This is an optimization exercise on Yosys and OpenROAD, whose aim is small area, a short achievable clock period and few clock cycles, not a production implementation. In this exercise RTL edits were held to simulation tests only and were not proved equivalent to the original. Power and IR drop assume default switching activity.

==> flow/design.v, too long to show whole: its modules and the start of the top module <==
// module HAMMING_IP: 23 lines
// module MDC: 254 lines
// module boothmac: 878 lines
module MDC(
    clk,
    rst_n,
    in_valid,
    in_data,
    in_mode,
    out_valid,
    out_data
);
  // ...
==> flow/run.sh <==
#!/bin/bash
# synth_recipe.tcl (not shown) runs the flow's synth.tcl, then flattens the netlist and writes it again
# the make line also repeats each setting of config.mk as NAME=value (left out here)
make -C /OpenROAD-flow-scripts/flow DESIGN_CONFIG=/design/flow/config.mk WORK_HOME=/design/flow/orfs CLKGATE_MAP_FILE= SYNTH_SCRIPT=/design/flow/synth_recipe.tcl finish
==> flow/config.mk <==
export PLATFORM = sky130hd
export DESIGN_NAME = MDC
export DESIGN_NICKNAME = MDC
export VERILOG_FILES = /design/flow/design.v
export SDC_FILE = /design/flow/constraint.sdc
export NUM_CORES = 4
export LEC_CHECK = 0
export CAP_MARGIN = 20
export CORE_MARGIN = 2
export CORE_UTILIZATION = 40
export SETUP_SLACK_MARGIN = 5
export SLEW_MARGIN = 20
==> flow/constraint.sdc <==
create_clock -name core_clock -period 13.5 [get_ports {clk}]
set_input_delay 2.7000 -clock core_clock [delete_from_list [all_inputs] [get_ports {clk}]]
set_output_delay 2.7000 -clock core_clock [all_outputs]
set_load 0.01 [all_outputs]
==> out/qor.csv, run 1 <==
stage,metric,value,unit
clock_network,cts_root_buf,clkbuf_16,
place,pre_cts_slack,5.12,ns
die,initial_core_util,40.2,%
global_route,top_usage_layer,met2,
cells_and_area,finalNetCount,5791,
detailed_routing,wl_per_cell,37.4,microns
run_status,status,finished clean,
global_route,grtUsageMet3,16.9,%
detailed_routing,first_pass_iters,10,
worst_setup_path,slowest_stage,clkdlybuf4s50_1,
sta,finClkSkew,0.0723,ns
detailed_routing,drc,0,
die,core,122000,sq um
clock_network,clock_latency,0.74,ns
worst_setup_path,critPathCapture,out_data[91],
place,numPortBuffers,234,
worst_setup_path,critPathMaxFanout,131,
worst_setup_path,cp-startpoint,Q1[1],
global_route,track_usage,40.1,%
cells_and_area,inverters,455,
die,num_tap_cells,1625,
synth,synth_seq_cells,508,
synth,synth_edf_count,362,
synth,synth.most_common_cell,a22oi_1,
synth,synth_top_family_by_area,compound AO/OA/AOI/OAI gates,
worst_setup_path,r2r-start,BX2[2],
cells_and_area,fin_cells,6914,
power_and_ir_drop,p_int,7.13,mW
Testbench counts, summed over its fixed seeds: cycles 8,168.
==> inputs of run 2 (changes only) <==
==> flow/flow/run.sh (new file) <==
#!/bin/bash
set -euo pipefail
MARGIN=$(cat flow/margin.txt)
bash standard.sh synth > synth.log 2>&1
sed 's/"\${@:-finish}"/SETUP_SLACK_MARGIN='"$MARGIN"' "${@:-finish}"/' standard.sh > standard_margin.sh
grep -q "SETUP_SLACK_MARGIN=$MARGIN" standard_margin.sh
bash standard_margin.sh finish > layout.log 2>&1
==> flow/flow/margin.txt (new file) <==
7.5
==> flow/standard.sh (new file) <==
#!/bin/bash
# synth_recipe.tcl (not shown) runs the flow's synth.tcl, then flattens the netlist and writes it again
# the make line also repeats each setting of config.mk as NAME=value (left out here)
make -C /OpenROAD-flow-scripts/flow DESIGN_CONFIG=/design/flow/config.mk WORK_HOME=/design/flow/orfs CLKGATE_MAP_FILE= SYNTH_SCRIPT=/design/flow/synth_recipe.tcl "${@:-finish}"
removed: flow/run.sh
==> run 2 against run 1 <==
Net effect: maximum frequency up 20%; highest routed layer unchanged; worst setup slack better by 1.4 ns; clock skew down 0.039 ns; non-clock buffer count up 175; hold slack worse by 0.0033 ns; synthesized cell count unchanged.
==> out/qor.csv, run 2 <==
stage,metric,value,unit,change
run_status,status,finished clean,,
sta,worst_slew_pin_slew,1.36,ns,
die,dieArea,125000,sq um,
synth,netlist_area,48900,sq um,
die,dieHeight,354,microns,
synth,synth_edf_count,362,,unchanged
worst_setup_path,cp.required,10.80,ns,
global_route,antenna_found_initial,41,,
detailed_routing,drt_iter0_drc,9259,,
power_and_ir_drop,ir_drop,2.48,mV,
place,place.gp.congestion,1.11,,
cells_and_area,nFillCells,11400,,
cells_and_area,finalNetCount,5969,,+3.1%
cells_and_area,drive_gt1_share,20.2,%,
flow_run,maxCapViolCount,0,,
synth,avgSynthCellArea,9.39,sq um,
sta,finalHoldViolCount,0,,
power_and_ir_drop,p_int,8.42,mW,+18%
sta,fin_tns_setup,0,ns,
sta,finalSetupViolations,0,,
synth,seq_area_frac_synth,28.3,%,
global_route,track_usage,42.1,%,+2.1 points
synth,synthTopCellsByCount,"a22oi_1, inv_1, nand2_1",,
clock_network,clkTransAtPathRegs,0.07,ns,
synth,syn-num-nets,5785,,
place,numPlacedInstances,6785,,
synth,synth_top_cell_area_share,22.2,%,
sta,rsz0062_at_grt,yes,,
clock_network,cts_buffer_depth,3,,
worst_setup_path,worstPathArrival,4.10,ns,
detailed_routing,wl_per_cell,39.0,microns,+4.4%
detailed_routing,vias,48600,,
synth,yosys-top-cells-area,"edfxtp_1, fa_1, a22oi_1, ha_1, dfxtp_1",,
die,die_w,354,microns,
worst_setup_path,rrSetupSlack,7.48,ns,
synth,synth_top_cell_by_area,edfxtp_1,,
detailed_routing,drt-total-wl,277,mm,
power_and_ir_drop,swShare,55.8,%,
sta,slew_headroom,9.02,%,
synth,synth_seq_cells,508,,unchanged
sta,drv_slew,0,,
worst_setup_path,worstSetupEndpointType,output port,,
worst_setup_path,critPathMaxFanout,6,,-95%
global_route,grt_pass1_vias,44900,,
detailed_routing,first_pass_iters,14,,+4
power_and_ir_drop,power.density,323,nW/um^2,
cells_and_area,fin_cells,7087,,+2.5%
clock_network,clock_latency,0.70,ns,-0.04 ns
cells_and_area,final_cell_mix,"a22oi_1, inv_1, nand2_1",,
synth,synthFlopType,edfxtp_1,,
cells_and_area,mostFrequentLayoutCell,a22oi_1,,
cells_and_area,area_growth,20.6,%,
power_and_ir_drop,p_sw,10.6,mW,
detailed_routing,via_per_inst,6.86,,
die,initial_core_util,40.2,%,unchanged
synth,synth_cell_type_count,84,,
global_route,grt_pass1_wl,371,mm,
cells_and_area,final_core_util,48.5,%,
clock_network,cts_hold_buffers,0,,
die,ios,235,,
power_and_ir_drop,combPwrFrac,76.9,%,
power_and_ir_drop,power.static_leakage,22.8,nW,
sta,layout_min_cycle_time,6.80,ns,
synth,yosys_warnings,3,,
die,fp-row-count,128,,
power_and_ir_drop,p_clk_share,9.3,%,
place,place_area,53100,sq um,
power_and_ir_drop,p_seq_share,13.9,%,
worst_hold_path,hold_class,flop to flop,,
clock_network,cts_root_buf,clkbuf_16,,
synth,synth.most_common_cell,a22oi_1,,
synth,syn_inst,5207,,
clock_network,cts_sinks,508,,
detailed_routing,drc,0,,unchanged
worst_setup_path,start_kind,flop,,
synth,synthArstFlopShare,1.18,%,
sta,max_freq,147,MHz,
sta,period_share,50.4,%,
clock_network,cts_tree,yes,,
detailed_routing,ant_nets,0,,
sta,finClkSkew,0.0336,ns,-0.0386 ns
die,core,122000,sq um,unchanged
worst_hold_path,whs_path_depth,0,,
clock_network,cts_buffers,60,,
global_route,grt_max_degree,131,,
place,numPortBuffers,234,,unchanged
place,dpl.hpwl,196,mm,
cells_and_area,stdcell_area,58900,sq um,
worst_setup_path,r2r_cells,27,,
worst_setup_path,criticalPathCategory,flop to output port,,
clock_network,htreeDepth,2,,
global_route,overflow,0,,
-- run 2: cell counts after synthesis --
No cell type changed its count.
-- run 2: area by class of cell --
class / count / area, sq um / area share, %
antenna: 20 / 50.0 / 0.0849
clock buffer: 80 / 1670 / 2.83
clock inverter: 33 / 377 / 0.639
inverter: 455 / 1710 / 2.90
multi-input combinational: 3810 / 34000 / 57.7
sequential: 508 / 14000 / 23.8
tap: 1625 / 2030 / 3.45
timing repair buffer: 556 / 5070 / 8.60
-- run 2: cell families (layout without fill, tap and decap cells) --
kind of cell | after synthesis | in the layout | share of synthesized area [%]
other | 0 | 20 | 0
AOI/OAI and AO/OA | 1668 | 1668 | 23.9
xor gates and xnor gates | 573 | 573 | 10.5
adders and majority gates | 554 | 554 | 19.2
buffers and inverters | 891 | 1124 | 6.88
muxes | 151 | 153 | 3.12
and+or+nand+nor | 862 | 862 | 8.14
DFF | 508 | 508 | 28.3
-- run 2: per-layer routing --
| layer | part of all wire, % | global-route usage, % | up-vias |
|---|---|---|---|
| li1 | - | - | 19400 |
| met1 | 38 | 55.0 | 24100 |
| met2 | 39 | 56.9 | 4182 |
| met3 | 16 | 18.6 | 923 |
| met4 | 7.6 | 25.0 | 42 |
| met5 | 0.18 | 0 | - |
-- run 2: worst paths after layout --
check                                     to    start
max in group asynchronous             cnt[2]    rst_n
worst max-delay path            out_data[40]  P2a[24]
worst min register to register     out_valid   last_r
worst min-delay path               out_valid   last_r
min in group asynchronous             last_r    rst_n
worst max register to register        Y3[19]   BX2[7]
-- run 2: critical path, cell delays in order, from the launching register on --
cell and delay, ns:
edfxtp_1 0.43, buf_6 0.15, buf_12 0.13, ha_4 0.24, and3_4 0.19, a221o_1 0.38, a21o_1 0.17, a211o_1 0.31
o2111ai_2 0.26, a21oi_2 0.14, a211o_1 0.38, buf_6 0.14, xnor2_2 0.12, a21oi_2 0.20, buf_2 0.17
-- run 2: metrics by stage --
step	setup slack [ns]	total power [mW]	hold slack [ns]
2_1_floorplan	7.45	8.23	0.331
3_3_place_gp	6.06	14.2	0.334
3_5_place_dp	5.87	14.3	0.336
4_1_cts	6.72	16.5	0.352
5_1_grt	6.65	19.3	0.366
6_report	6.70	19.0	0.349
-- run 2: what timing repair did --
action / 4_1_cts / 5_1_grt
endpoints found under the setup margin: 289 / 265
resized for setup: 1102 / 451
pin swaps: 80 / 152
cloned: 22 / 10
setup buffers: 87 / 50
-- run 2: power by group through the flow --
| stage | Clock, mW | Sequential (mW) | Combinational (mW) |
|---|---|---|---|
| 2_1_floorplan | 0 | 2.58 | 5.65 |
| 6_report | 1.76 | 2.64 | 14.6 |
| 4_1_cts | 1.74 | 2.62 | 12.1 |
| 5_1_grt | 1.80 | 2.64 | 14.8 |
| 3_3_place_gp | 0 | 2.65 | 11.6 |
| 3_5_place_dp | 0 | 2.65 | 11.6 |
==> module MDC, before the edit <==
module MDC(
    clk,
    rst_n,
    in_valid,
    in_data,
    in_mode,
    out_valid,
    out_data
);
input clk, rst_n, in_valid;
input [8:0] in_mode;
input [14:0] in_data;
output reg out_valid;
output reg [206:0] out_data;
wire [10:0] dec_data;
wire [4:0] dec_mode;
HAMMING_IP #(11) IN_DECODE (.IN_code(in_data), .OUT_code(dec_data));
HAMMING_IP #(5) MODE_DECODE (.IN_code(in_mode), .OUT_code(dec_mode));
reg [3:0] cnt;         
reg last_r;            
reg m4, m3, m2;        
always @(posedge clk or negedge rst_n) begin
    if (!rst_n) begin
        cnt <= 4'd0;
        last_r <= 1'b0;
        out_valid <= 1'b0;
    end else begin
        cnt <= in_valid ? cnt + 4'd1 : 4'd0;
        last_r <= in_valid & (cnt == 4'd15);
        out_valid <= last_r;
    end
end
always @(posedge clk) begin
    if (in_valid && cnt == 4'd0) begin
        m4 <= dec_mode[4];
        m3 <= ~dec_mode[4] & dec_mode[1];
        m2 <= ~dec_mode[4] & ~dec_mode[1];
    end
end
reg signed [10:0] E0, E1, E2, E3, F0, F1, F2, F3;
reg [21:0] P1a;
reg [21:0] P1b;
reg [24:0] P2a;
reg [21:0] P2b;
reg [21:0] P3a;
reg [21:0] P3b;
reg [33:0] Q1;
reg [33:0] Q2;
reg [33:0] Q3;
reg [33:0] Q4;
function [17:0] booth;
    input [10:0] v;
    input sub;
    reg [12:0] e;
    integer j;
    reg o, t;
    begin
        e = {v[10], v, 1'b0};
        for (j = 0; j < 6; j = j + 1) begin
            o = e[2*j+1] ^ e[2*j];
            t = (e[2*j+2] & ~e[2*j+1] & ~e[2*j]) | (~e[2*j+2] & e[2*j+1] & e[2*j]);
            booth[j] = o;
            booth[6+j] = t;
            booth[12+j] = (e[2*j+2] ^ sub) & (o | t);
        end
    end
endfunction
wire [10:0] Xin1;
wire [21:0] Yin1;
wire sub1;
reg [17:0] BX1;
reg [21:0] Y1;
wire [33:0] A1, S1;
assign Xin1 = dec_data;
assign sub1 = (in_valid & (((cnt == 4'd4) & (m2 | m4)) | ((cnt == 4'd6) & (m2 | m4)) | ((cnt == 4'd8) & (m3)) | ((cnt == 4'd10) & (m3 | m4)) | ((cnt == 4'd12) & (m2 | m4)) | ((cnt == 4'd13) & (m3)) | ((cnt == 4'd14) & (m2 | m4))));
assign Yin1 = ({22{(in_valid & (((cnt == 4'd5) & (m2 | m4)) | ((cnt == 4'd13) & (m2))))}} & {{11{E0[10]}}, E0})
    | ({22{(in_valid & (((cnt == 4'd4) & (m2 | m4)) | ((cnt == 4'd12) & (m2))))}} & {{11{E1[10]}}, E1})
    | ({22{(in_valid & (((cnt == 4'd7) & (m2 | m4)) | ((cnt == 4'd15) & (m2))))}} & {{11{E2[10]}}, E2})
    | ({22{(in_valid & (((cnt == 4'd6) & (m2 | m4)) | ((cnt == 4'd14) & (m2))))}} & {{11{E3[10]}}, E3})
    | ({22{(in_valid & (((cnt == 4'd9) & (m3))))}} & {{11{F0[10]}}, F0})
    | ({22{(in_valid & (((cnt == 4'd8) & (m3))))}} & {{11{F1[10]}}, F1})
    | ({22{(in_valid & (((cnt == 4'd11) & (m3))))}} & {{11{F2[10]}}, F2})
    | ({22{(in_valid & (((cnt == 4'd10) & (m3))))}} & {{11{F3[10]}}, F3})
    | ({22{(in_valid & (((cnt == 4'd14) & (m3))))}} & P1a[21:0])
    | ({22{(in_valid & (((cnt == 4'd9) & (m4))))}} & P1b[21:0])
    | ({22{(in_valid & (((cnt == 4'd13) & (m3))))}} & P2a[21:0])
    | ({22{(in_valid & (((cnt == 4'd10) & (m4))))}} & P2b[21:0])
    | ({22{(in_valid & (((cnt == 4'd12) & (m3))))}} & P3a[21:0])
    | ({22{(in_valid & (((cnt == 4'd8) & (m4)) | ((cnt == 4'd11) & (m4))))}} & P3b[21:0])
    | ({22{(in_valid & (((cnt == 4'd12) & (m4))))}} & S1[33:12])
    | ({22{(in_valid & (((cnt == 4'd13) & (m4))))}} & Q2[33:12])
    | ({22{(in_valid & (((cnt == 4'd14) & (m4))))}} & Q3[33:12])
    | ({22{(in_valid & (((cnt == 4'd15) & (m4))))}} & Q4[33:12]);
always @(posedge clk) begin
    BX1 <= booth(Xin1, sub1);
    Y1 <= Yin1;
end
assign A1 = ({34{k0}} & {{12{P1a[21]}}, P1a})
    | ({34{k1}} & {{12{P1b[21]}}, P1b})
    | ({34{k2}} & Q1)
    | ({34{k3}} & Q4);
boothmac L1 (.one_i(BX1[5:0]), .two_i(BX1[11:6]), .ng_i(BX1[17:12]), .y(Y1), .acc(A1), .sum(S1));
wire [10:0] Xin2;
wire [21:0] Yin2;
wire sub2;
reg [17:0] BX2;
reg [21:0] Y2;
wire [33:0] A2, S2;
assign Xin2 = ({11{(in_valid & (((cnt == 4'd12) & (m3))))}} & E1)
    | ({11{(in_valid & (((cnt == 4'd4) & (m4)) | ((cnt == 4'd5) & (m2 | m4)) | ((cnt == 4'd6) & (m2 | m4)) | ((cnt == 4'd7) & (m4)) | ((cnt == 4'd8) & (m3 | m4)) | (cnt == 4'd9) | (cnt == 4'd10) | ((cnt == 4'd11) & (m3 | m4)) | ((cnt == 4'd12) & (m4)) | ((cnt == 4'd13) & (m3 | m4)) | ((cnt == 4'd14) & (m3 | m4)) | ((cnt == 4'd15) & (m3 | m4))))}} & dec_data);
assign sub2 = (in_valid & (((cnt == 4'd4) & (m4)) | ((cnt == 4'd5) & (m2 | m4)) | ((cnt == 4'd8) & (m3)) | (cnt == 4'd9) | ((cnt == 4'd10) & (m4)) | ((cnt == 4'd12) & (m4)) | ((cnt == 4'd14) & (m3 | m4))));
assign Yin2 = ({22{(in_valid & (((cnt == 4'd6) & (m4))))}} & {{11{E0[10]}}, E0})
    | ({22{(in_valid & (((cnt == 4'd6) & (m2)) | ((cnt == 4'd7) & (m4))))}} & {{11{E1[10]}}, E1})
    | ({22{(in_valid & (((cnt == 4'd4) & (m4)) | ((cnt == 4'd5) & (m2))))}} & {{11{E2[10]}}, E2})
    | ({22{(in_valid & (((cnt == 4'd5) & (m4))))}} & {{11{E3[10]}}, E3})
    | ({22{(in_valid & (((cnt == 4'd10) & (m3))))}} & {{11{F0[10]}}, F0})
    | ({22{(in_valid & (((cnt == 4'd10) & (m2)) | ((cnt == 4'd11) & (m3))))}} & {{11{F1[10]}}, F1})
    | ({22{(in_valid & (((cnt == 4'd8) & (m3)) | ((cnt == 4'd9) & (m2))))}} & {{11{F2[10]}}, F2})
    | ({22{(in_valid & (((cnt == 4'd9) & (m3))))}} & {{11{F3[10]}}, F3})
    | ({22{(in_valid & (((cnt == 4'd13) & (m3))))}} & P1b[21:0])
    | ({22{(in_valid & (((cnt == 4'd8) & (m4)) | ((cnt == 4'd12) & (m3))))}} & S1[21:0])
    | ({22{(in_valid & (((cnt == 4'd9) & (m4)) | ((cnt == 4'd11) & (m4))))}} & P2a[21:0])
    | ({22{(in_valid & (((cnt == 4'd14) & (m3))))}} & P2b[21:0])
    | ({22{(in_valid & (((cnt == 4'd10) & (m4)) | ((cnt == 4'd15) & (m3))))}} & P3a[21:0])
    | ({22{(in_valid & (((cnt == 4'd12) & (m4))))}} & {10'd0, S1[11:0]})
    | ({22{(in_valid & (((cnt == 4'd13) & (m4))))}} & {10'd0, Q2[11:0]})
    | ({22{(in_valid & (((cnt == 4'd14) & (m4))))}} & {10'd0, Q3[11:0]})
    | ({22{(in_valid & (((cnt == 4'd15) & (m4))))}} & {10'd0, Q4[11:0]});
always @(posedge clk) begin
    BX2 <= booth(Xin2, sub2);
    Y2 <= Yin2;
end
assign A2 = ({34{k4}} & {{9{P2a[24]}}, P2a})
    | ({34{k5}} & {{12{P2b[21]}}, P2b})
    | ({34{k6}} & Q2)
    | ({34{k7}} & Q4);
boothmac L2 (.one_i(BX2[5:0]), .two_i(BX2[11:6]), .ng_i(BX2[17:12]), .y(Y2), .acc(A2), .sum(S2));
wire [10:0] Xin3;
wire [21:0] Yin3;
wire sub3;
reg [17:0] BX3;
reg [21:0] Y3;
wire [33:0] A3, S3;
assign Xin3 = ({11{(in_valid & (((cnt == 4'd11) & (m3))))}} & E0)
    | ({11{(in_valid & (((cnt == 4'd12) & (m3))))}} & E1)
    | ({11{(in_valid & (((cnt == 4'd13) & (m3)) | ((cnt == 4'd14) & (m3))))}} & E2)
    | ({11{(in_valid & (((cnt == 4'd15) & (m3))))}} & E3)
    | ({11{(in_valid & (((cnt == 4'd4) & (m4)) | ((cnt == 4'd5) & (m4)) | ((cnt == 4'd6) & (m4)) | ((cnt == 4'd7) & (m4)) | ((cnt == 4'd8) & (m2 | m4)) | (cnt == 4'd9) | (cnt == 4'd10) | ((cnt == 4'd11) & (m2 | m4)) | ((cnt == 4'd13) & (m2)) | ((cnt == 4'd14) & (m2))))}} & dec_data);
assign sub3 = (in_valid & (((cnt == 4'd4) & (m4)) | ((cnt == 4'd5) & (m4)) | ((cnt == 4'd8) & (m2)) | ((cnt == 4'd9) & (m3 | m4)) | ((cnt == 4'd10) & (m2)) | ((cnt == 4'd12) & (m3)) | ((cnt == 4'd13) & (m2)) | ((cnt == 4'd14) & (m3))));
assign Yin3 = ({22{(in_valid & (((cnt == 4'd7) & (m4))))}} & {{11{E0[10]}}, E0})
    | ({22{(in_valid & (((cnt == 4'd6) & (m4)) | ((cnt == 4'd14) & (m2))))}} & {{11{E1[10]}}, E1})
    | ({22{(in_valid & (((cnt == 4'd5) & (m4)) | ((cnt == 4'd13) & (m2))))}} & {{11{E2[10]}}, E2})
    | ({22{(in_valid & (((cnt == 4'd4) & (m4))))}} & {{11{E3[10]}}, E3})
    | ({22{(in_valid & (((cnt == 4'd9) & (m2))))}} & {{11{F0[10]}}, F0})
    | ({22{(in_valid & (((cnt == 4'd8) & (m2)) | ((cnt == 4'd10) & (m3))))}} & {{11{F1[10]}}, F1})
    | ({22{(in_valid & (((cnt == 4'd9) & (m3)) | ((cnt == 4'd11) & (m2))))}} & {{11{F2[10]}}, F2})
    | ({22{(in_valid & (((cnt == 4'd10) & (m2))))}} & {{11{F3[10]}}, F3})
    | ({22{(in_valid & (((cnt == 4'd10) & (m4)) | ((cnt == 4'd11) & (m4)) | ((cnt == 4'd13) & (m3))))}} & P1a[21:0])
    | ({22{(in_valid & (((cnt == 4'd12) & (m3))))}} & P2a[21:0])
    | ({22{(in_valid & (((cnt == 4'd14) & (m3))))}} & P2b[21:0])
    | ({22{(in_valid & (((cnt == 4'd8) & (m4))))}} & S2[21:0])
    | ({22{(in_valid & (((cnt == 4'd9) & (m4)) | ((cnt == 4'd15) & (m3))))}} & P3a[21:0])
    | ({22{(in_valid & (((cnt == 4'd11) & (m3))))}} & S3[21:0]);
always @(posedge clk) begin
    BX3 <= booth(Xin3, sub3);
    Y3 <= Yin3;
end
assign A3 = ({34{k8}} & {{12{P3a[21]}}, P3a})
    | ({34{k9}} & {{12{P3b[21]}}, P3b})
    | ({34{k10}} & Q3)
    | ({34{k11}} & Q4);
boothmac L3 (.one_i(BX3[5:0]), .two_i(BX3[11:6]), .ng_i(BX3[17:12]), .y(Y3), .acc(A3), .sum(S3));
always @(posedge clk) begin
    if (k12) P1a <= S1[21:0];
    if (k13) P1b <= S1[21:0];
    if (k14) P2a <= S2[24:0];
    if (k15) P2b <= S2[21:0];
    if (k16) P3a <= S3[21:0];
    if (k17) P3b <= S3[21:0];
    if (k18) Q1 <= S1[33:0];
    if (k19) Q2 <= S2[33:0];
    if (k20) Q3 <= S3[33:0];
    if (k21) Q4 <= S1[33:0];
    else if (k22) Q4 <= S2[33:0];
    else if (k11) Q4 <= S3[33:0];
    if ((in_valid & ((cnt == 4'd0) | ((cnt == 4'd8) & (m2))))) E0 <= dec_data;
    if ((in_valid & ((cnt == 4'd1) | ((cnt == 4'd9) & (m2))))) E1 <= dec_data;
    if ((in_valid & ((cnt == 4'd2) | ((cnt == 4'd10) & (m2))))) E2 <= dec_data;
    if ((in_valid & ((cnt == 4'd3) | ((cnt == 4'd11) & (m2))))) E3 <= dec_data;
    if ((in_valid & (((cnt == 4'd4) & (m2 | m3))))) F0 <= dec_data;
    if ((in_valid & (((cnt == 4'd5) & (m2 | m3))))) F1 <= dec_data;
    if ((in_valid & (((cnt == 4'd6) & (m2 | m3))))) F2 <= dec_data;
    if ((in_valid & (((cnt == 4'd7) & (m2 | m3))))) F3 <= dec_data;
end
reg k0;
always @(posedge clk) k0 <= (in_valid & (((cnt == 4'd5) & (m2 | m4)) | ((cnt == 4'd9) & (m3))));
reg k1;
always @(posedge clk) k1 <= (in_valid & (((cnt == 4'd7) & (m2 | m4)) | ((cnt == 4'd11) & (m3))));
reg k2;
always @(posedge clk) k2 <= (in_valid & (((cnt == 4'd10) & (m4)) | ((cnt == 4'd11) & (m4)) | (cnt == 4'd13) | ((cnt == 4'd14) & (m3 | m4)) | ((cnt == 4'd15) & (m4))));
reg k3;
always @(posedge clk) k3 <= (in_valid & (((cnt == 4'd15) & (m2))));
reg k4;
always @(posedge clk) k4 <= (in_valid & (((cnt == 4'd6) & (m2 | m4)) | ((cnt == 4'd10) & (m3)) | ((cnt == 4'd13) & (m4)) | ((cnt == 4'd14) & (m4)) | ((cnt == 4'd15) & (m4))));
reg k5;
always @(posedge clk) k5 <= (in_valid & (((cnt == 4'd7) & (m4)) | ((cnt == 4'd10) & (m2)) | ((cnt == 4'd11) & (m3))));
reg k6;
always @(posedge clk) k6 <= (in_valid & (((cnt == 4'd10) & (m4)) | ((cnt == 4'd11) & (m4)) | ((cnt == 4'd14) & (m3)) | ((cnt == 4'd15) & (m3))));
reg k7;
always @(posedge clk) k7 <= (in_valid & (((cnt == 4'd9) & (m4))));
reg k8;
always @(posedge clk) k8 <= (in_valid & (((cnt == 4'd7) & (m4)) | ((cnt == 4'd9) & (m2)) | ((cnt == 4'd10) & (m3))));
reg k9;
always @(posedge clk) k9 <= (in_valid & (((cnt == 4'd6) & (m4)) | ((cnt == 4'd11) & (m2))));
reg k10;
always @(posedge clk) k10 <= (in_valid & (((cnt == 4'd9) & (m4)) | ((cnt == 4'd11) & (m4)) | ((cnt == 4'd12) & (m3)) | ((cnt == 4'd13) & (m3)) | ((cnt == 4'd14) & (m2))));
reg k11;
always @(posedge clk) k11 <= (in_valid & (((cnt == 4'd10) & (m4)) | ((cnt == 4'd14) & (m3)) | ((cnt == 4'd15) & (m3))));
reg k12;
always @(posedge clk) k12 <= (in_valid & (((cnt == 4'd4) & (m2 | m4)) | ((cnt == 4'd5) & (m2 | m4)) | ((cnt == 4'd8) & (m3)) | ((cnt == 4'd9) & (m3))));
reg k13;
always @(posedge clk) k13 <= (in_valid & (((cnt == 4'd6) & (m2 | m4)) | ((cnt == 4'd7) & (m2 | m4)) | ((cnt == 4'd10) & (m3)) | ((cnt == 4'd11) & (m3))));
reg k14;
always @(posedge clk) k14 <= (in_valid & (((cnt == 4'd4) & (m4)) | ((cnt == 4'd5) & (m2)) | ((cnt == 4'd6) & (m2 | m4)) | ((cnt == 4'd8) & (m3)) | ((cnt == 4'd10) & (m3)) | ((cnt == 4'd12) & (m4)) | ((cnt == 4'd13) & (m4)) | ((cnt == 4'd14) & (m4)) | ((cnt == 4'd15) & (m4))));
reg k15;
always @(posedge clk) k15 <= (in_valid & (((cnt == 4'd5) & (m4)) | ((cnt == 4'd7) & (m4)) | ((cnt == 4'd9) & (m2 | m3)) | ((cnt == 4'd10) & (m2)) | ((cnt == 4'd11) & (m3))));
reg k16;
always @(posedge clk) k16 <= (in_valid & (((cnt == 4'd4) & (m4)) | ((cnt == 4'd7) & (m4)) | ((cnt == 4'd8) & (m2)) | ((cnt == 4'd9) & (m2 | m3)) | ((cnt == 4'd10) & (m3))));
reg k17;
always @(posedge clk) k17 <= (in_valid & (((cnt == 4'd5) & (m4)) | ((cnt == 4'd6) & (m4)) | ((cnt == 4'd10) & (m2)) | ((cnt == 4'd11) & (m2))));
reg k18;
always @(posedge clk) k18 <= (in_valid & (((cnt == 4'd9) & (m4)) | ((cnt == 4'd10) & (m4)) | ((cnt == 4'd11) & (m4)) | (cnt == 4'd12) | (cnt == 4'd13) | ((cnt == 4'd14) & (m3 | m4)) | ((cnt == 4'd15) & (m4))));
reg k19;
always @(posedge clk) k19 <= (in_valid & (((cnt == 4'd8) & (m4)) | ((cnt == 4'd10) & (m4)) | ((cnt == 4'd11) & (m4)) | ((cnt == 4'd13) & (m3)) | ((cnt == 4'd14) & (m3)) | ((cnt == 4'd15) & (m3))));
reg k20;
always @(posedge clk) k20 <= (in_valid & (((cnt == 4'd8) & (m4)) | ((cnt == 4'd9) & (m4)) | ((cnt == 4'd11) & (m3 | m4)) | ((cnt == 4'd12) & (m3)) | ((cnt == 4'd13) & (m2 | m3)) | ((cnt == 4'd14) & (m2))));
reg k21;
always @(posedge clk) k21 <= (in_valid & (((cnt == 4'd8) & (m4)) | ((cnt == 4'd14) & (m2)) | ((cnt == 4'd15) & (m2))));
reg k22;
always @(posedge clk) k22 <= (in_valid & (((cnt == 4'd9) & (m4)) | ((cnt == 4'd12) & (m3))));
wire [33:0] det_hi = Q1 + {{21{P2a[24]}}, P2a[24:12]};
wire [45:0] det = {det_hi, P2a[11:0]};
always @(*) begin
    if (m4)
        out_data = {{161{det[45]}}, det};
    else if (m3)
        out_data = {3'b000, {17{Q3[33]}}, Q3, {17{Q4[33]}}, Q4,
                    {17{Q1[33]}}, Q1, {17{Q2[33]}}, Q2};
    else
        out_data = {P1a[21], P1a, P2a[21], P2a[21:0], P1b[21], P1b,
                    P3a[21], P3a, P2b[21], P2b, P3b[21], P3b,
                    Q1[21], Q1[21:0], Q3[21], Q3[21:0], Q4[21], Q4[21:0]};
end
endmodule
==> inputs of run 3 (changes only) <==
--- a/flow/design.v
+++ b/flow/design.v
@@ -42,4 +42,5 @@
 reg [3:0] cnt;         
 reg last_r;            
+reg fin_r;             
 reg m4, m3, m2;        
 always @(posedge clk or negedge rst_n) begin
@@ -47,9 +48,11 @@
         cnt <= 4'd0;
         last_r <= 1'b0;
+        fin_r <= 1'b0;
         out_valid <= 1'b0;
     end else begin
         cnt <= in_valid ? cnt + 4'd1 : 4'd0;
         last_r <= in_valid & (cnt == 4'd15);
-        out_valid <= last_r;
+        fin_r <= last_r;
+        out_valid <= fin_r;
     end
 end
@@ -95,24 +98,26 @@
 reg [21:0] Y1;
 wire [33:0] A1, S1;
-assign Xin1 = dec_data;
-assign sub1 = (in_valid & (((cnt == 4'd4) & (m2 | m4)) | ((cnt == 4'd6) & (m2 | m4)) | ((cnt == 4'd8) & (m3)) | ((cnt == 4'd10) & (m3 | m4)) | ((cnt == 4'd12) & (m2 | m4)) | ((cnt == 4'd13) & (m3)) | ((cnt == 4'd14) & (m2 | m4))));
-assign Yin1 = ({22{(in_valid & (((cnt == 4'd5) & (m2 | m4)) | ((cnt == 4'd13) & (m2))))}} & {{11{E0[10]}}, E0})
-    | ({22{(in_valid & (((cnt == 4'd4) & (m2 | m4)) | ((cnt == 4'd12) & (m2))))}} & {{11{E1[10]}}, E1})
-    | ({22{(in_valid & (((cnt == 4'd7) & (m2 | m4)) | ((cnt == 4'd15) & (m2))))}} & {{11{E2[10]}}, E2})
-    | ({22{(in_valid & (((cnt == 4'd6) & (m2 | m4)) | ((cnt == 4'd14) & (m2))))}} & {{11{E3[10]}}, E3})
-    | ({22{(in_valid & (((cnt == 4'd9) & (m3))))}} & {{11{F0[10]}}, F0})
-    | ({22{(in_valid & (((cnt == 4'd8) & (m3))))}} & {{11{F1[10]}}, F1})
-    | ({22{(in_valid & (((cnt == 4'd11) & (m3))))}} & {{11{F2[10]}}, F2})
-    | ({22{(in_valid & (((cnt == 4'd10) & (m3))))}} & {{11{F3[10]}}, F3})
-    | ({22{(in_valid & (((cnt == 4'd14) & (m3))))}} & P1a[21:0])
-    | ({22{(in_valid & (((cnt == 4'd9) & (m4))))}} & P1b[21:0])
-    | ({22{(in_valid & (((cnt == 4'd13) & (m3))))}} & P2a[21:0])
-    | ({22{(in_valid & (((cnt == 4'd10) & (m4))))}} & P2b[21:0])
-    | ({22{(in_valid & (((cnt == 4'd12) & (m3))))}} & P3a[21:0])
-    | ({22{(in_valid & (((cnt == 4'd8) & (m4)) | ((cnt == 4'd11) & (m4))))}} & P3b[21:0])
-    | ({22{(in_valid & (((cnt == 4'd12) & (m4))))}} & S1[33:12])
-    | ({22{(in_valid & (((cnt == 4'd13) & (m4))))}} & Q2[33:12])
-    | ({22{(in_valid & (((cnt == 4'd14) & (m4))))}} & Q3[33:12])
-    | ({22{(in_valid & (((cnt == 4'd15) & (m4))))}} & Q4[33:12]);
+assign Xin1 = ({11{((last_r & (m4)))}} & 11'd1)
+    | ({11{((in_valid & (((cnt == 4'd4) & (m2 | m4)) | ((cnt == 4'd5) & (m2 | m4)) | ((cnt == 4'd6) & (m2 | m4)) | ((cnt == 4'd7) & (m2 | m4)) | ((cnt == 4'd8) & (m3 | m4)) | ((cnt == 4'd9) & (m3 | m4)) | ((cnt == 4'd10) & (m3 | m4)) | ((cnt == 4'd11) & (m3 | m4)) | (cnt == 4'd12) | (cnt == 4'd13) | (cnt == 4'd14) | ((cnt == 4'd15) & (m2 | m4)))))}} & dec_data);
+assign sub1 = ((in_valid & (((cnt == 4'd4) & (m2 | m4)) | ((cnt == 4'd6) & (m2 | m4)) | ((cnt == 4'd8) & (m3)) | ((cnt == 4'd10) & (m3 | m4)) | ((cnt == 4'd12) & (m2 | m4)) | ((cnt == 4'd13) & (m3)) | ((cnt == 4'd14) & (m2 | m4)))));
+assign Yin1 = ({22{((in_valid & (((cnt == 4'd5) & (m2 | m4)) | ((cnt == 4'd13) & (m2)))))}} & {{11{E0[10]}}, E0})
+    | ({22{((in_valid & (((cnt == 4'd4) & (m2 | m4)) | ((cnt == 4'd12) & (m2)))))}} & {{11{E1[10]}}, E1})
+    | ({22{((in_valid & (((cnt == 4'd7) & (m2 | m4)) | ((cnt == 4'd15) & (m2)))))}} & {{11{E2[10]}}, E2})
+    | ({22{((in_valid & (((cnt == 4'd6) & (m2 | m4)) | ((cnt == 4'd14) & (m2)))))}} & {{11{E3[10]}}, E3})
+    | ({22{((in_valid & (((cnt == 4'd9) & (m3)))))}} & {{11{F0[10]}}, F0})
+    | ({22{((in_valid & (((cnt == 4'd8) & (m3)))))}} & {{11{F1[10]}}, F1})
+    | ({22{((in_valid & (((cnt == 4'd11) & (m3)))))}} & {{11{F2[10]}}, F2})
+    | ({22{((in_valid & (((cnt == 4'd10) & (m3)))))}} & {{11{F3[10]}}, F3})
+    | ({22{((in_valid & (((cnt == 4'd14) & (m3)))))}} & P1a[21:0])
+    | ({22{((in_valid & (((cnt == 4'd9) & (m4)))))}} & P1b[21:0])
+    | ({22{((in_valid & (((cnt == 4'd13) & (m3)))))}} & P2a[21:0])
+    | ({22{((last_r & (m4)))}} & {{9{S2[24]}}, S2[24:12]})
+    | ({22{((in_valid & (((cnt == 4'd10) & (m4)))))}} & P2b[21:0])
+    | ({22{((in_valid & (((cnt == 4'd12) & (m3)))))}} & P3a[21:0])
+    | ({22{((in_valid & (((cnt == 4'd8) & (m4)) | ((cnt == 4'd11) & (m4)))))}} & P3b[21:0])
+    | ({22{((in_valid & (((cnt == 4'd12) & (m4)))))}} & S1[33:12])
+    | ({22{((in_valid & (((cnt == 4'd13) & (m4)))))}} & Q2[33:12])
+    | ({22{((in_valid & (((cnt == 4'd14) & (m4)))))}} & Q3[33:12])
+    | ({22{((in_valid & (((cnt == 4'd15) & (m4)))))}} & Q4[33:12]);
 always @(posedge clk) begin
     BX1 <= booth(Xin1, sub1);
@@ -130,24 +135,24 @@
 reg [21:0] Y2;
 wire [33:0] A2, S2;
-assign Xin2 = ({11{(in_valid & (((cnt == 4'd12) & (m3))))}} & E1)
-    | ({11{(in_valid & (((cnt == 4'd4) & (m4)) | ((cnt == 4'd5) & (m2 | m4)) | ((cnt == 4'd6) & (m2 | m4)) | ((cnt == 4'd7) & (m4)) | ((cnt == 4'd8) & (m3 | m4)) | (cnt == 4'd9) | (cnt == 4'd10) | ((cnt == 4'd11) & (m3 | m4)) | ((cnt == 4'd12) & (m4)) | ((cnt == 4'd13) & (m3 | m4)) | ((cnt == 4'd14) & (m3 | m4)) | ((cnt == 4'd15) & (m3 | m4))))}} & dec_data);
-assign sub2 = (in_valid & (((cnt == 4'd4) & (m4)) | ((cnt == 4'd5) & (m2 | m4)) | ((cnt == 4'd8) & (m3)) | (cnt == 4'd9) | ((cnt == 4'd10) & (m4)) | ((cnt == 4'd12) & (m4)) | ((cnt == 4'd14) & (m3 | m4))));
-assign Yin2 = ({22{(in_valid & (((cnt == 4'd6) & (m4))))}} & {{11{E0[10]}}, E0})
-    | ({22{(in_valid & (((cnt == 4'd6) & (m2)) | ((cnt == 4'd7) & (m4))))}} & {{11{E1[10]}}, E1})
-    | ({22{(in_valid & (((cnt == 4'd4) & (m4)) | ((cnt == 4'd5) & (m2))))}} & {{11{E2[10]}}, E2})
-    | ({22{(in_valid & (((cnt == 4'd5) & (m4))))}} & {{11{E3[10]}}, E3})
-    | ({22{(in_valid & (((cnt == 4'd10) & (m3))))}} & {{11{F0[10]}}, F0})
-    | ({22{(in_valid & (((cnt == 4'd10) & (m2)) | ((cnt == 4'd11) & (m3))))}} & {{11{F1[10]}}, F1})
-    | ({22{(in_valid & (((cnt == 4'd8) & (m3)) | ((cnt == 4'd9) & (m2))))}} & {{11{F2[10]}}, F2})
-    | ({22{(in_valid & (((cnt == 4'd9) & (m3))))}} & {{11{F3[10]}}, F3})
-    | ({22{(in_valid & (((cnt == 4'd13) & (m3))))}} & P1b[21:0])
-    | ({22{(in_valid & (((cnt == 4'd8) & (m4)) | ((cnt == 4'd12) & (m3))))}} & S1[21:0])
-    | ({22{(in_valid & (((cnt == 4'd9) & (m4)) | ((cnt == 4'd11) & (m4))))}} & P2a[21:0])
-    | ({22{(in_valid & (((cnt == 4'd14) & (m3))))}} & P2b[21:0])
-    | ({22{(in_valid & (((cnt == 4'd10) & (m4)) | ((cnt == 4'd15) & (m3))))}} & P3a[21:0])
-    | ({22{(in_valid & (((cnt == 4'd12) & (m4))))}} & {10'd0, S1[11:0]})
-    | ({22{(in_valid & (((cnt == 4'd13) & (m4))))}} & {10'd0, Q2[11:0]})
-    | ({22{(in_valid & (((cnt == 4'd14) & (m4))))}} & {10'd0, Q3[11:0]})
-    | ({22{(in_valid & (((cnt == 4'd15) & (m4))))}} & {10'd0, Q4[11:0]});
+assign Xin2 = ({11{((in_valid & (((cnt == 4'd12) & (m3)))))}} & E1)
+    | ({11{((in_valid & (((cnt == 4'd4) & (m4)) | ((cnt == 4'd5) & (m2 | m4)) | ((cnt == 4'd6) & (m2 | m4)) | ((cnt == 4'd7) & (m4)) | ((cnt == 4'd8) & (m3 | m4)) | (cnt == 4'd9) | (cnt == 4'd10) | ((cnt == 4'd11) & (m3 | m4)) | ((cnt == 4'd12) & (m4)) | ((cnt == 4'd13) & (m3 | m4)) | ((cnt == 4'd14) & (m3 | m4)) | ((cnt == 4'd15) & (m3 | m4)))))}} & dec_data);
+assign sub2 = ((in_valid & (((cnt == 4'd4) & (m4)) | ((cnt == 4'd5) & (m2 | m4)) | ((cnt == 4'd8) & (m3)) | (cnt == 4'd9) | ((cnt == 4'd10) & (m4)) | ((cnt == 4'd12) & (m4)) | ((cnt == 4'd14) & (m3 | m4)))));
+assign Yin2 = ({22{((in_valid & (((cnt == 4'd6) & (m4)))))}} & {{11{E0[10]}}, E0})
+    | ({22{((in_valid & (((cnt == 4'd6) & (m2)) | ((cnt == 4'd7) & (m4)))))}} & {{11{E1[10]}}, E1})
+    | ({22{((in_valid & (((cnt == 4'd4) & (m4)) | ((cnt == 4'd5) & (m2)))))}} & {{11{E2[10]}}, E2})
+    | ({22{((in_valid & (((cnt == 4'd5) & (m4)))))}} & {{11{E3[10]}}, E3})
+    | ({22{((in_valid & (((cnt == 4'd10) & (m3)))))}} & {{11{F0[10]}}, F0})
+    | ({22{((in_valid & (((cnt == 4'd10) & (m2)) | ((cnt == 4'd11) & (m3)))))}} & {{11{F1[10]}}, F1})
+    | ({22{((in_valid & (((cnt == 4'd8) & (m3)) | ((cnt == 4'd9) & (m2)))))}} & {{11{F2[10]}}, F2})
+    | ({22{((in_valid & (((cnt == 4'd9) & (m3)))))}} & {{11{F3[10]}}, F3})
+    | ({22{((in_valid & (((cnt == 4'd13) & (m3)))))}} & P1b[21:0])
+    | ({22{((in_valid & (((cnt == 4'd8) & (m4)) | ((cnt == 4'd12) & (m3)))))}} & S1[21:0])
+    | ({22{((in_valid & (((cnt == 4'd9) & (m4)) | ((cnt == 4'd11) & (m4)))))}} & P2a[21:0])
+    | ({22{((in_valid & (((cnt == 4'd14) & (m3)))))}} & P2b[21:0])
+    | ({22{((in_valid & (((cnt == 4'd10) & (m4)) | ((cnt == 4'd15) & (m3)))))}} & P3a[21:0])
+    | ({22{((in_valid & (((cnt == 4'd12) & (m4)))))}} & {10'd0, S1[11:0]})
+    | ({22{((in_valid & (((cnt == 4'd13) & (m4)))))}} & {10'd0, Q2[11:0]})
+    | ({22{((in_valid & (((cnt == 4'd14) & (m4)))))}} & {10'd0, Q3[11:0]})
+    | ({22{((in_valid & (((cnt == 4'd15) & (m4)))))}} & {10'd0, Q4[11:0]});
 always @(posedge clk) begin
     BX2 <= booth(Xin2, sub2);
@@ -165,24 +170,24 @@
 reg [21:0] Y3;
 wire [33:0] A3, S3;
-assign Xin3 = ({11{(in_valid & (((cnt == 4'd11) & (m3))))}} & E0)
-    | ({11{(in_valid & (((cnt == 4'd12) & (m3))))}} & E1)
-    | ({11{(in_valid & (((cnt == 4'd13) & (m3)) | ((cnt == 4'd14) & (m3))))}} & E2)
-    | ({11{(in_valid & (((cnt == 4'd15) & (m3))))}} & E3)
-    | ({11{(in_valid & (((cnt == 4'd4) & (m4)) | ((cnt == 4'd5) & (m4)) | ((cnt == 4'd6) & (m4)) | ((cnt == 4'd7) & (m4)) | ((cnt == 4'd8) & (m2 | m4)) | (cnt == 4'd9) | (cnt == 4'd10) | ((cnt == 4'd11) & (m2 | m4)) | ((cnt == 4'd13) & (m2)) | ((cnt == 4'd14) & (m2))))}} & dec_data);
-assign sub3 = (in_valid & (((cnt == 4'd4) & (m4)) | ((cnt == 4'd5) & (m4)) | ((cnt == 4'd8) & (m2)) | ((cnt == 4'd9) & (m3 | m4)) | ((cnt == 4'd10) & (m2)) | ((cnt == 4'd12) & (m3)) | ((cnt == 4'd13) & (m2)) | ((cnt == 4'd14) & (m3))));
-assign Yin3 = ({22{(in_valid & (((cnt == 4'd7) & (m4))))}} & {{11{E0[10]}}, E0})
-    | ({22{(in_valid & (((cnt == 4'd6) & (m4)) | ((cnt == 4'd14) & (m2))))}} & {{11{E1[10]}}, E1})
-    | ({22{(in_valid & (((cnt == 4'd5) & (m4)) | ((cnt == 4'd13) & (m2))))}} & {{11{E2[10]}}, E2})
-    | ({22{(in_valid & (((cnt == 4'd4) & (m4))))}} & {{11{E3[10]}}, E3})
-    | ({22{(in_valid & (((cnt == 4'd9) & (m2))))}} & {{11{F0[10]}}, F0})
-    | ({22{(in_valid & (((cnt == 4'd8) & (m2)) | ((cnt == 4'd10) & (m3))))}} & {{11{F1[10]}}, F1})
-    | ({22{(in_valid & (((cnt == 4'd9) & (m3)) | ((cnt == 4'd11) & (m2))))}} & {{11{F2[10]}}, F2})
-    | ({22{(in_valid & (((cnt == 4'd10) & (m2))))}} & {{11{F3[10]}}, F3})
-    | ({22{(in_valid & (((cnt == 4'd10) & (m4)) | ((cnt == 4'd11) & (m4)) | ((cnt == 4'd13) & (m3))))}} & P1a[21:0])
-    | ({22{(in_valid & (((cnt == 4'd12) & (m3))))}} & P2a[21:0])
-    | ({22{(in_valid & (((cnt == 4'd14) & (m3))))}} & P2b[21:0])
-    | ({22{(in_valid & (((cnt == 4'd8) & (m4))))}} & S2[21:0])
-    | ({22{(in_valid & (((cnt == 4'd9) & (m4)) | ((cnt == 4'd15) & (m3))))}} & P3a[21:0])
-    | ({22{(in_valid & (((cnt == 4'd11) & (m3))))}} & S3[21:0]);
+assign Xin3 = ({11{((in_valid & (((cnt == 4'd11) & (m3)))))}} & E0)
+    | ({11{((in_valid & (((cnt == 4'd12) & (m3)))))}} & E1)
+    | ({11{((in_valid & (((cnt == 4'd13) & (m3)) | ((cnt == 4'd14) & (m3)))))}} & E2)
+    | ({11{((in_valid & (((cnt == 4'd15) & (m3)))))}} & E3)
+    | ({11{((in_valid & (((cnt == 4'd4) & (m4)) | ((cnt == 4'd5) & (m4)) | ((cnt == 4'd6) & (m4)) | ((cnt == 4'd7) & (m4)) | ((cnt == 4'd8) & (m2 | m4)) | (cnt == 4'd9) | (cnt == 4'd10) | ((cnt == 4'd11) & (m2 | m4)) | ((cnt == 4'd13) & (m2)) | ((cnt == 4'd14) & (m2)))))}} & dec_data);
+assign sub3 = ((in_valid & (((cnt == 4'd4) & (m4)) | ((cnt == 4'd5) & (m4)) | ((cnt == 4'd8) & (m2)) | ((cnt == 4'd9) & (m3 | m4)) | ((cnt == 4'd10) & (m2)) | ((cnt == 4'd12) & (m3)) | ((cnt == 4'd13) & (m2)) | ((cnt == 4'd14) & (m3)))));
+assign Yin3 = ({22{((in_valid & (((cnt == 4'd7) & (m4)))))}} & {{11{E0[10]}}, E0})
+    | ({22{((in_valid & (((cnt == 4'd6) & (m4)) | ((cnt == 4'd14) & (m2)))))}} & {{11{E1[10]}}, E1})
+    | ({22{((in_valid & (((cnt == 4'd5) & (m4)) | ((cnt == 4'd13) & (m2)))))}} & {{11{E2[10]}}, E2})
+    | ({22{((in_valid & (((cnt == 4'd4) & (m4)))))}} & {{11{E3[10]}}, E3})
+    | ({22{((in_valid & (((cnt == 4'd9) & (m2)))))}} & {{11{F0[10]}}, F0})
+    | ({22{((in_valid & (((cnt == 4'd8) & (m2)) | ((cnt == 4'd10) & (m3)))))}} & {{11{F1[10]}}, F1})
+    | ({22{((in_valid & (((cnt == 4'd9) & (m3)) | ((cnt == 4'd11) & (m2)))))}} & {{11{F2[10]}}, F2})
+    | ({22{((in_valid & (((cnt == 4'd10) & (m2)))))}} & {{11{F3[10]}}, F3})
+    | ({22{((in_valid & (((cnt == 4'd10) & (m4)) | ((cnt == 4'd11) & (m4)) | ((cnt == 4'd13) & (m3)))))}} & P1a[21:0])
+    | ({22{((in_valid & (((cnt == 4'd12) & (m3)))))}} & P2a[21:0])
+    | ({22{((in_valid & (((cnt == 4'd14) & (m3)))))}} & P2b[21:0])
+    | ({22{((in_valid & (((cnt == 4'd8) & (m4)))))}} & S2[21:0])
+    | ({22{((in_valid & (((cnt == 4'd9) & (m4)) | ((cnt == 4'd15) & (m3)))))}} & P3a[21:0])
+    | ({22{((in_valid & (((cnt == 4'd11) & (m3)))))}} & S3[21:0]);
 always @(posedge clk) begin
     BX3 <= booth(Xin3, sub3);
@@ -207,61 +212,60 @@
     else if (k22) Q4 <= S2[33:0];
     else if (k11) Q4 <= S3[33:0];
-    if ((in_valid & ((cnt == 4'd0) | ((cnt == 4'd8) & (m2))))) E0 <= dec_data;
-    if ((in_valid & ((cnt == 4'd1) | ((cnt == 4'd9) & (m2))))) E1 <= dec_data;
-    if ((in_valid & ((cnt == 4'd2) | ((cnt == 4'd10) & (m2))))) E2 <= dec_data;
-    if ((in_valid & ((cnt == 4'd3) | ((cnt == 4'd11) & (m2))))) E3 <= dec_data;
-    if ((in_valid & (((cnt == 4'd4) & (m2 | m3))))) F0 <= dec_data;
-    if ((in_valid & (((cnt == 4'd5) & (m2 | m3))))) F1 <= dec_data;
-    if ((in_valid & (((cnt == 4'd6) & (m2 | m3))))) F2 <= dec_data;
-    if ((in_valid & (((cnt == 4'd7) & (m2 | m3))))) F3 <= dec_data;
+    if (((in_valid & ((cnt == 4'd0) | ((cnt == 4'd8) & (m2)))))) E0 <= dec_data;
+    if (((in_valid & ((cnt == 4'd1) | ((cnt == 4'd9) & (m2)))))) E1 <= dec_data;
+    if (((in_valid & ((cnt == 4'd2) | ((cnt == 4'd10) & (m2)))))) E2 <= dec_data;
+    if (((in_valid & ((cnt == 4'd3) | ((cnt == 4'd11) & (m2)))))) E3 <= dec_data;
+    if (((in_valid & (((cnt == 4'd4) & (m2 | m3)))))) F0 <= dec_data;
+    if (((in_valid & (((cnt == 4'd5) & (m2 | m3)))))) F1 <= dec_data;
+    if (((in_valid & (((cnt == 4'd6) & (m2 | m3)))))) F2 <= dec_data;
+    if (((in_valid & (((cnt == 4'd7) & (m2 | m3)))))) F3 <= dec_data;
 end
 reg k0;
-always @(posedge clk) k0 <= (in_valid & (((cnt == 4'd5) & (m2 | m4)) | ((cnt == 4'd9) & (m3))));
+always @(posedge clk) k0 <= ((in_valid & (((cnt == 4'd5) & (m2 | m4)) | ((cnt == 4'd9) & (m3)))));
 reg k1;
-always @(posedge clk) k1 <= (in_valid & (((cnt == 4'd7) & (m2 | m4)) | ((cnt == 4'd11) & (m3))));
+always @(posedge clk) k1 <= ((in_valid & (((cnt == 4'd7) & (m2 | m4)) | ((cnt == 4'd11) & (m3)))));
 reg k2;
-always @(posedge clk) k2 <= (in_valid & (((cnt == 4'd10) & (m4)) | ((cnt == 4'd11) & (m4)) | (cnt == 4'd13) | ((cnt == 4'd14) & (m3 | m4)) | ((cnt == 4'd15) & (m4))));
+always @(posedge clk) k2 <= ((in_valid & (((cnt == 4'd10) & (m4)) | ((cnt == 4'd11) & (m4)) | (cnt == 4'd13) | ((cnt == 4'd14) & (m3 | m4)) | ((cnt == 4'd15) & (m4)))) | (last_r & (m4)));
 reg k3;
-always @(posedge clk) k3 <= (in_valid & (((cnt == 4'd15) & (m2))));
+always @(posedge clk) k3 <= ((in_valid & (((cnt == 4'd15) & (m2)))));
 reg k4;
-always @(posedge clk) k4 <= (in_valid & (((cnt == 4'd6) & (m2 | m4)) | ((cnt == 4'd10) & (m3)) | ((cnt == 4'd13) & (m4)) | ((cnt == 4'd14) & (m4)) | ((cnt == 4'd15) & (m4))));
+always @(posedge clk) k4 <= ((in_valid & (((cnt == 4'd6) & (m2 | m4)) | ((cnt == 4'd10) & (m3)) | ((cnt == 4'd13) & (m4)) | ((cnt == 4'd14) & (m4)) | ((cnt == 4'd15) & (m4)))));
 reg k5;
-always @(posedge clk) k5 <= (in_valid & (((cnt == 4'd7) & (m4)) | ((cnt == 4'd10) & (m2)) | ((cnt == 4'd11) & (m3))));
+always @(posedge clk) k5 <= ((in_valid & (((cnt == 4'd7) & (m4)) | ((cnt == 4'd10) & (m2)) | ((cnt == 4'd11) & (m3)))));
 reg k6;
-always @(posedge clk) k6 <= (in_valid & (((cnt == 4'd10) & (m4)) | ((cnt == 4'd11) & (m4)) | ((cnt == 4'd14) & (m3)) | ((cnt == 4'd15) & (m3))));
+always @(posedge clk) k6 <= ((in_valid & (((cnt == 4'd10) & (m4)) | ((cnt == 4'd11) & (m4)) | ((cnt == 4'd14) & (m3)) | ((cnt == 4'd15) & (m3)))));
 reg k7;
-always @(posedge clk) k7 <= (in_valid & (((cnt == 4'd9) & (m4))));
+always @(posedge clk) k7 <= ((in_valid & (((cnt == 4'd9) & (m4)))));
 reg k8;
-always @(posedge clk) k8 <= (in_valid & (((cnt == 4'd7) & (m4)) | ((cnt == 4'd9) & (m2)) | ((cnt == 4'd10) & (m3))));
+always @(posedge clk) k8 <= ((in_valid & (((cnt == 4'd7) & (m4)) | ((cnt == 4'd9) & (m2)) | ((cnt == 4'd10) & (m3)))));
 reg k9;
-always @(posedge clk) k9 <= (in_valid & (((cnt == 4'd6) & (m4)) | ((cnt == 4'd11) & (m2))));
+always @(posedge clk) k9 <= ((in_valid & (((cnt == 4'd6) & (m4)) | ((cnt == 4'd11) & (m2)))));
 reg k10;
-always @(posedge clk) k10 <= (in_valid & (((cnt == 4'd9) & (m4)) | ((cnt == 4'd11) & (m4)) | ((cnt == 4'd12) & (m3)) | ((cnt == 4'd13) & (m3)) | ((cnt == 4'd14) & (m2))));
+always @(posedge clk) k10 <= ((in_valid & (((cnt == 4'd9) & (m4)) | ((cnt == 4'd11) & (m4)) | ((cnt == 4'd12) & (m3)) | ((cnt == 4'd13) & (m3)) | ((cnt == 4'd14) & (m2)))));
 reg k11;
-always @(posedge clk) k11 <= (in_valid & (((cnt == 4'd10) & (m4)) | ((cnt == 4'd14) & (m3)) | ((cnt == 4'd15) & (m3))));
+always @(posedge clk) k11 <= ((in_valid & (((cnt == 4'd10) & (m4)) | ((cnt == 4'd14) & (m3)) | ((cnt == 4'd15) & (m3)))));
 reg k12;
-always @(posedge clk) k12 <= (in_valid & (((cnt == 4'd4) & (m2 | m4)) | ((cnt == 4'd5) & (m2 | m4)) | ((cnt == 4'd8) & (m3)) | ((cnt == 4'd9) & (m3))));
+always @(posedge clk) k12 <= ((in_valid & (((cnt == 4'd4) & (m2 | m4)) | ((cnt == 4'd5) & (m2 | m4)) | ((cnt == 4'd8) & (m3)) | ((cnt == 4'd9) & (m3)))));
 reg k13;
-always @(posedge clk) k13 <= (in_valid & (((cnt == 4'd6) & (m2 | m4)) | ((cnt == 4'd7) & (m2 | m4)) | ((cnt == 4'd10) & (m3)) | ((cnt == 4'd11) & (m3))));
+always @(posedge clk) k13 <= ((in_valid & (((cnt == 4'd6) & (m2 | m4)) | ((cnt == 4'd7) & (m2 | m4)) | ((cnt == 4'd10) & (m3)) | ((cnt == 4'd11) & (m3)))));
 reg k14;
-always @(posedge clk) k14 <= (in_valid & (((cnt == 4'd4) & (m4)) | ((cnt == 4'd5) & (m2)) | ((cnt == 4'd6) & (m2 | m4)) | ((cnt == 4'd8) & (m3)) | ((cnt == 4'd10) & (m3)) | ((cnt == 4'd12) & (m4)) | ((cnt == 4'd13) & (m4)) | ((cnt == 4'd14) & (m4)) | ((cnt == 4'd15) & (m4))));
+always @(posedge clk) k14 <= ((in_valid & (((cnt == 4'd4) & (m4)) | ((cnt == 4'd5) & (m2)) | ((cnt == 4'd6) & (m2 | m4)) | ((cnt == 4'd8) & (m3)) | ((cnt == 4'd10) & (m3)) | ((cnt == 4'd12) & (m4)) | ((cnt == 4'd13) & (m4)) | ((cnt == 4'd14) & (m4)) | ((cnt == 4'd15) & (m4)))));
 reg k15;
-always @(posedge clk) k15 <= (in_valid & (((cnt == 4'd5) & (m4)) | ((cnt == 4'd7) & (m4)) | ((cnt == 4'd9) & (m2 | m3)) | ((cnt == 4'd10) & (m2)) | ((cnt == 4'd11) & (m3))));
+always @(posedge clk) k15 <= ((in_valid & (((cnt == 4'd5) & (m4)) | ((cnt == 4'd7) & (m4)) | ((cnt == 4'd9) & (m2 | m3)) | ((cnt == 4'd10) & (m2)) | ((cnt == 4'd11) & (m3)))));
 reg k16;
-always @(posedge clk) k16 <= (in_valid & (((cnt == 4'd4) & (m4)) | ((cnt == 4'd7) & (m4)) | ((cnt == 4'd8) & (m2)) | ((cnt == 4'd9) & (m2 | m3)) | ((cnt == 4'd10) & (m3))));
+always @(posedge clk) k16 <= ((in_valid & (((cnt == 4'd4) & (m4)) | ((cnt == 4'd7) & (m4)) | ((cnt == 4'd8) & (m2)) | ((cnt == 4'd9) & (m2 | m3)) | ((cnt == 4'd10) & (m3)))));
 reg k17;
-always @(posedge clk) k17 <= (in_valid & (((cnt == 4'd5) & (m4)) | ((cnt == 4'd6) & (m4)) | ((cnt == 4'd10) & (m2)) | ((cnt == 4'd11) & (m2))));
+always @(posedge clk) k17 <= ((in_valid & (((cnt == 4'd5) & (m4)) | ((cnt == 4'd6) & (m4)) | ((cnt == 4'd10) & (m2)) | ((cnt == 4'd11) & (m2)))));
 reg k18;
-always @(posedge clk) k18 <= (in_valid & (((cnt == 4'd9) & (m4)) | ((cnt == 4'd10) & (m4)) | ((cnt == 4'd11) & (m4)) | (cnt == 4'd12) | (cnt == 4'd13) | ((cnt == 4'd14) & (m3 | m4)) | ((cnt == 4'd15) & (m4))));
+always @(posedge clk) k18 <= ((in_valid & (((cnt == 4'd9) & (m4)) | ((cnt == 4'd10) & (m4)) | ((cnt == 4'd11) & (m4)) | (cnt == 4'd12) | (cnt == 4'd13) | ((cnt == 4'd14) & (m3 | m4)) | ((cnt == 4'd15) & (m4)))) | (last_r & (m4)));
 reg k19;
-always @(posedge clk) k19 <= (in_valid & (((cnt == 4'd8) & (m4)) | ((cnt == 4'd10) & (m4)) | ((cnt == 4'd11) & (m4)) | ((cnt == 4'd13) & (m3)) | ((cnt == 4'd14) & (m3)) | ((cnt == 4'd15) & (m3))));
+always @(posedge clk) k19 <= ((in_valid & (((cnt == 4'd8) & (m4)) | ((cnt == 4'd10) & (m4)) | ((cnt == 4'd11) & (m4)) | ((cnt == 4'd13) & (m3)) | ((cnt == 4'd14) & (m3)) | ((cnt == 4'd15) & (m3)))));
 reg k20;
-always @(posedge clk) k20 <= (in_valid & (((cnt == 4'd8) & (m4)) | ((cnt == 4'd9) & (m4)) | ((cnt == 4'd11) & (m3 | m4)) | ((cnt == 4'd12) & (m3)) | ((cnt == 4'd13) & (m2 | m3)) | ((cnt == 4'd14) & (m2))));
+always @(posedge clk) k20 <= ((in_valid & (((cnt == 4'd8) & (m4)) | ((cnt == 4'd9) & (m4)) | ((cnt == 4'd11) & (m3 | m4)) | ((cnt == 4'd12) & (m3)) | ((cnt == 4'd13) & (m2 | m3)) | ((cnt == 4'd14) & (m2)))));
 reg k21;
-always @(posedge clk) k21 <= (in_valid & (((cnt == 4'd8) & (m4)) | ((cnt == 4'd14) & (m2)) | ((cnt == 4'd15) & (m2))));
+always @(posedge clk) k21 <= ((in_valid & (((cnt == 4'd8) & (m4)) | ((cnt == 4'd14) & (m2)) | ((cnt == 4'd15) & (m2)))));
 reg k22;
-always @(posedge clk) k22 <= (in_valid & (((cnt == 4'd9) & (m4)) | ((cnt == 4'd12) & (m3))));
-wire [33:0] det_hi = Q1 + {{21{P2a[24]}}, P2a[24:12]};
-wire [45:0] det = {det_hi, P2a[11:0]};
+always @(posedge clk) k22 <= ((in_valid & (((cnt == 4'd9) & (m4)) | ((cnt == 4'd12) & (m3)))));
+wire [45:0] det = {Q1, P2a[11:0]};
 always @(*) begin
     if (m4)
==> flow/flow/run.sh (replaced) <==
#!/bin/bash
# The standard layout (standard.sh) with the standard synthesis unchanged.  Two changes to how
# the layout is made, none to the constraints (the standard flow's SDC: clock period, I/O delays, loads):
#  - the resizer's timing repair aims at a larger setup margin (flow/margin.txt, in ns);
#  - the port buffers that the standard flow inserts use buf_4 cells.
# Each tool's output goes to its own log here (synth.log, layout.log) and under orfs/logs.
set -euo pipefail
MARGIN=$(cat flow/margin.txt)
bash standard.sh synth > synth.log 2>&1
sed 's/"\${@:-finish}"/SETUP_SLACK_MARGIN='"$MARGIN"' "BUFFER_PORTS_ARGS=-buffer_cell sky130_fd_sc_hd__buf_4" "${@:-finish}"/' standard.sh > standard_margin.sh
grep -q "SETUP_SLACK_MARGIN=$MARGIN" standard_margin.sh
bash standard_margin.sh finish > layout.log 2>&1
==> run 3 against run 2 <==
Net effect: still clean on timing, DRC and antenna; synthesized cell count fell by 4.1%; clock-buffer cell count rose by 1; clock power fell by 3%; area after synthesis fell by 3.0%; critical endpoint is now out_data[124]; highest routed layer unchanged.
==> out/qor.csv, run 3 <==
stage,metric,value,unit,change
run_status,status,finished clean,,
sta,rsz0062_at_grt,yes,,
synth,synth_edf_count,362,,unchanged
synth,synthFlopType,edfxtp_1,,
global_route,grt_pass1_vias,42300,,-5.8%
detailed_routing,drt-total-wl,250,mm,-9.7%
worst_hold_path,whs_path_depth,0,,unchanged
synth,yosys-top-cells-area,"edfxtp_1, fa_1, a22oi_1, dfxtp_1, xnor2_1",,
detailed_routing,first_pass_iters,13,,-1
detailed_routing,drt_iter0_drc,7791,,-16%
global_route,overflow,0,,unchanged
cells_and_area,mostFrequentLayoutCell,a22oi_1,,
synth,netlist_area,47400,sq um,-3.0%
global_route,track_usage,39.9,%,-2.3 points
cells_and_area,fin_cells,6617,,-6.6%
worst_setup_path,rrSetupSlack,7.51,ns,+0.03 ns
worst_setup_path,worstSetupEndpointType,output port,,
sta,slew_headroom,12.1,%,+3.1 points
global_route,grt_max_degree,128,,-2.3%
detailed_routing,wl_per_cell,37.8,microns,-3.3%
synth,yosys_warnings,3,,unchanged
sta,period_share,45.5,%,-4.9 points
sta,drv_slew,0,,unchanged
sta,fin_tns_setup,0,ns,unchanged
cells_and_area,drive_gt1_share,14.7,%,-5.5 points
clock_network,cts_sinks,509,,+0.20%
worst_setup_path,criticalPathCategory,flop to output port,,
die,fp-row-count,126,,-1.6%
synth,synthTopCellsByCount,"a22oi_1, nand2_1, inv_1",,
die,initial_core_util,40.3,%,+0.055 points
cells_and_area,nFillCells,11300,,-1.1%
flow_run,maxCapViolCount,0,,unchanged
sta,finalSetupViolations,0,,unchanged
clock_network,cts_buffers,61,,+1.7%
sta,finClkSkew,0.0614,ns,+0.0278 ns
die,dieArea,121000,sq um,-3.0%
worst_hold_path,worstHoldStart,fin_r,,
die,ios,235,,unchanged
worst_setup_path,critPathMaxFanout,71,,+65
clock_network,cts_hold_buffers,0,,unchanged
place,numPortBuffers,234,,unchanged
synth,synthArstFlopShare,1.38,%,+0.19 points
place,place.gp.congestion,1.03,,-7.0%
synth,syn_inst,4994,,-4.1%
worst_hold_path,hold_class,flop to flop,,
place,dpl.hpwl,184,mm,-6.4%
cells_and_area,final_cell_mix,"a22oi_1, nand2_1, inv_1",,
synth,synth_top_cell_area_share,22.9,%,+0.68 points
place,numPlacedInstances,6464,,-4.7%
## run 3: cell types whose count changed after synthesis, moves of 39 or more
cell,before,now
a211oi_1,48,106
a22oi_1,536,466
and2_1,17,95
nor2_1,146,250
mux2i_1,139,55
inv_1,452,390
a21oi_1,252,174
o21ai_0,314,161
a221oi_1,69,108
a21o_1,55,95
## run 3: kinds of logic (layout without fill, tap and decap cells)
kind of cell / count (synthesis) / count (layout) / share of synthesized area (%)
and+or+nand+nor: 1035 / 1035 / 10.2
other: 0 / 14 / 0
muxes: 60 / 60 / 1.28
DFF: 509 / 509 / 29.2
adders and majority gates: 520 / 520 / 18.8
buffers and inverters: 817 / 890 / 6.53
xor gates and xnor gates: 547 / 547 / 10.4
AOI/OAI and AO/OA: 1506 / 1506 / 23.5
## run 3: power by group
group          total, mW  switching, mW  leakage, nW  internal (mW)
combinational       1.44          0.937         15.0          0.507
clock               1.71          0.756        0.975          0.956
sequential          1.83         0.0672         4.60           1.77
total               4.99           1.76         20.6           3.23
## run 3: metrics by stage
| stage | power [mW] | hold WS (ns) | setup WS [ns] | cell area (sq um) | util, % |
|---|---|---|---|---|---|
| global route | 5.10 | 0.376 | 7.37 | 53700 | 45.6 |
| detailed placement | 3.20 | 0.343 | 6.66 | 50700 | 43.0 |
| CTS | 4.89 | 0.357 | 7.48 | 53100 | 45.1 |
| finish | 4.99 | 0.355 | 7.36 | 53700 | 45.6 |
| floorplan | 2.64 | 0.331 | 7.51 | 47400 | - |
| global placement | 3.19 | 0.341 | 6.73 | 50700 | 43.0 |
## run 3: how the worst max path moves through the flow
stage	from	endpoint	slack, ns	cells after the start
6_report	m3	out_data[124]	7.36	6
5_1_grt	Y2[11]	Q4[32]	7.37	19
4_1_cts	BX1[7]	Q4[32]	7.48	19
3_5_place_dp	BX2[2]	Q4[28]	6.66	19
3_3_place_gp	BX1[1]	Y1[10]	6.73	16
2_1_floorplan	BX1[14]	Q4[33]	7.51	22
## run 3: area by class of cell
type                       count  area [sq um]  area share, %
clock inverter                35           312          0.580
timing repair buffer         383          2980           5.55
sequential                   509         14100           26.2
tap                         1536          1920           3.58
antenna                       14          35.0         0.0652
clock buffer                  81          1690           3.15
multi-input combinational   3668         31200           58.1
inverter                     391          1470           2.74
## run 3: timing repair
item,CTS,global route
setup buffers,6,17
gates cloned,0,0
gates resized for setup,148,117
pin swaps,3,27
endpoints found under the setup margin,239,88
## run 3: layer usage
layer | up-vias | share of wire (%) | track usage (%) | wire length [microns]
li1 | 18200 | - | - | -
met1 | 22400 | 38 | 51.8 | 94400
met2 | 3549 | 41 | 55.8 | 101000
met3 | 796 | 14 | 14.7 | 34900
met4 | 30 | 7.6 | 24.9 | 19100
met5 | - | 0.075 | 0 | 187
## run 3: critical path, stage by stage (launching register included)
cell and delay, ns:
edfxtp_1 0.35, buf_8 0.34, clkinv_4 0.36, buf_8 0.43, a211oi_2 0.77, nor2_1 0.18, buf_4 0.20
Testbench counts of run 3, summed over its fixed seeds: cycles 8,648.

static timing again, ports no longer ideal:
In the flow no input, the clock included, has a driving cell. The finished layouts below were timed again as built, in two steps.
Step 1: set_driving_cell puts a clkbuf_16 on clk and a buf_2 on each other input, an assumption about the parent block.
Step 2, shift: input delay + t, output delay - t, t = (earliest + latest rising clock arrival at the registers) / 2. This alone moves slack from input paths to output paths.
a / b / c = ideal ports / drivers / drivers and shift; a / b = the first two.
run | t, ns | setup slack, ns
run 1 | 0.774 | 5.311 / 5.237 / 5.970
run 2 | 0.763 | 6.697 / 6.620 / 7.004
run 3 | 0.768 | 7.362 / 7.290 / 7.140
After both steps every run listed still meets setup and hold.
